Source: an optimization exercise on an open RTL-to-GDS flow (aim: small area and a short achievable clock period). Production flows keep margins and buffers that such runs may drop. Power figures rest on the tool's default switching activity, not on a simulated workload.

Setup of lane 3:
## gb_apu
module gb_apu (
    input  logic        clk,
    input  logic        reset,
    input  logic [15:0] addr_i,
    input  logic [ 7:0] data_i,
    input  logic        wren,
    output logic [ 7:0] data_o,
    output logic [15:0] left,
    output logic [15:0] right
);
    logic       hi_ok, in_regs, in_wave, is26;
    logic [4:0] ridx;
    assign hi_ok   = (addr_i[15:6] == 10'b1111111100);
    assign in_regs = hi_ok & (addr_i[5] ^ addr_i[4]);
    assign in_wave = hi_ok & addr_i[5] & addr_i[4];
    assign ridx    = {~addr_i[4], addr_i[3:0]};
    assign is26    = in_regs & (ridx == 5'd22);
    logic [31:0][7:0] regs, regs_n;
    logic             se;
    assign se = regs[22][7];
    logic       clr, wr_ok;
    logic [7:0] dcol;
    assign clr   = reset | (wren & is26 & ~data_i[7]);
    assign wr_ok = wren & in_regs & (se | (is26 & data_i[7]));
    assign dcol  = data_i & {8{~clr}};
    integer i;
    always_comb begin
        for (i = 0; i < 32; i = i + 1) begin
            regs_n[i] = (clr | (wr_ok & (ridx == i[4:0]))) ? dcol : regs[i];
        end
    end
    always_ff @(posedge clk) regs <= regs_n;
    logic [15:0][7:0] wave;
    logic [7:0] cur_byte, byte_n;
    logic [4:0] ptr, ptr_next;
    logic [3:0] wave_waddr;
    logic       wave_we, ch3_dac;
  ...
For scale: roughly 2400 cells after synthesis.
==> flow/config.mk <==
export PLATFORM = sky130hd
export DESIGN_NAME = gb_apu
export DESIGN_NICKNAME = gb_apu
export VERILOG_FILES = /design/flow/design.v
export SDC_FILE = /design/flow/constraint.sdc
export NUM_CORES = 4
export LEC_CHECK = 0
export CAP_MARGIN = 20
export CORE_MARGIN = 2
export CORE_UTILIZATION = 40
export SETUP_SLACK_MARGIN = 5
export SLEW_MARGIN = 20
==> flow/constraint.sdc <==
create_clock -name core_clock -period 11.0 [get_ports {clk}]
set_input_delay 2.2000 -clock core_clock [delete_from_list [all_inputs] [get_ports {clk}]]
set_output_delay 2.2000 -clock core_clock [all_outputs]
set_load 0.01 [all_outputs]
run.sh (not shown) runs the stock make flow with config.mk's settings and CLKGATE_MAP_FILE= SYNTH_SCRIPT=/design/flow/synth_recipe.tcl, a recipe that flattens the netlist after the stock synthesis.
Lane 3 finished every stage and its layout cleared the timing, design-rule and antenna checks.
### lane 3 -> lane 2
-- flow/design.v --
<<< lane 3, line 79
            logic [3:0] reload;
            logic step;
            logic [11:0] res;
            assign delta  = shadow >> nsh;
            assign reload = (pace == 3'd0) ? 4'd8 : {1'b0, pace};
            assign step   = sw_clk & (stimer == 4'd0) & sen;
            assign res    = {1'b0, shadow} + {1'b0, delta ^ {11{dec}}} + {11'd0, dec};
            always_comb begin
                if (sp) ovf_n = 1'b0;
                else if (step & ~dec & ~ovf) ovf_n = res[11];
                else ovf_n = ovf;
            end
>>> lane 2, line 79
            logic [3:0] reload;
            logic step;
            assign delta  = shadow >> nsh;
            assign reload = (pace == 3'd0) ? 4'd8 : {1'b0, pace};
            assign step   = sw_clk & (stimer == 4'd0) & sen;
            always_comb begin
                if (sp) ovf_n = 1'b0;
                else if (step & ~dec & ~ovf) ovf_n = ({1'b0, shadow} + {1'b0, delta}) > 12'd2047;
                else ovf_n = ovf;
            end
<<< lane 3, line 99
                    else begin
                        stimer <= reload;
                        if (sen & (dec | ~ovf)) shadow <= res[10:0];
                    end
                end
>>> lane 2, line 97
                    else begin
                        stimer <= reload;
                        if (sen) begin
                            if (dec) shadow <= shadow - delta;
                            else if (~ovf) shadow <= shadow + delta;
                        end
                    end
                end
<<< lane 3, line 418
        .en     (ch4_on)
    );
    logic [31:0][7:0] rdarr;
    always_comb begin
        rdarr     = regs;
        rdarr[22] = {se, 3'b000, ch4_on, ch3_on, ch2_on, ch1_on};
    end
    always_comb begin
        if (in_regs) data_o = rdarr[ridx];
        else if (in_wave) data_o = ch3_dac ? cur_byte : wave[addr_i[3:0]];
        else data_o = 8'hFF;
    end
>>> lane 2, line 419
        .en     (ch4_on)
    );
    always_comb begin
        if (in_regs) begin
            if (ridx == 5'd22) data_o = {se, 3'b000, ch4_on, ch3_on, ch2_on, ch1_on};
            else data_o = regs[ridx];
        end else if (in_wave) data_o = ch3_dac ? cur_byte : wave[addr_i[3:0]];
        else data_o = 8'hFF;
    end
--- outcome ---
- Number of stages on the worst setup path: lane 2 vs lane 3 up 2
- Lane 2: global-route track usage on met1 is 0.57 points lower than what lane 3 reported.
- In the metrics for lane 3 and lane 2, the one carrying the lower sequential share of power is lane 2.
- Per the final summary, lane 2 finished and its layout is clean on timing, DRC and antenna.
- Total of clock buffers placed in the layout came out lower on lane 2 than on lane 3.
- In the final design statistics, lane 2 uses more standard cells in total than lane 3.
Function was not checked in any run of this note: the RTL went through the layout flow alone.

## re-timing with driven ports
How much do the figures lean on ideal ports? The routed layouts below were timed once more, with nothing changed but the port constraints. Step 1, drivers: a clkbuf_16 drives clk and a buf_2 each remaining input, both assumed. Step 2, shift: input delay + t, output delay - t, t = (earliest + latest rising clock arrival at the registers) / 2. This alone moves slack from input paths to output paths. Slacks: ideal ports / drivers / drivers and shift; pairs: ideal ports / drivers.
run | shift t [ns] | setup slack, ns | worst hold slack (ns) | latest minus earliest clock arrival (ns) | worst data-port slew with drivers (ns)
lane 3 | 0.675 | 4.486 / 4.170 / 3.864 | 0.392 / 0.392 / 0.392 | 0.019 / 0.019 | 0.39
lane 2 | 0.667 | 4.501 / 4.298 / 4.287 | 0.391 / 0.391 / 0.391 | 0.036 / 0.036 | 0.22
After both steps setup and hold are still met in every run listed. For lane 3, which loses most, drivers alone change the setup slack by -0.316 ns; drivers and shift together by -0.622 ns.
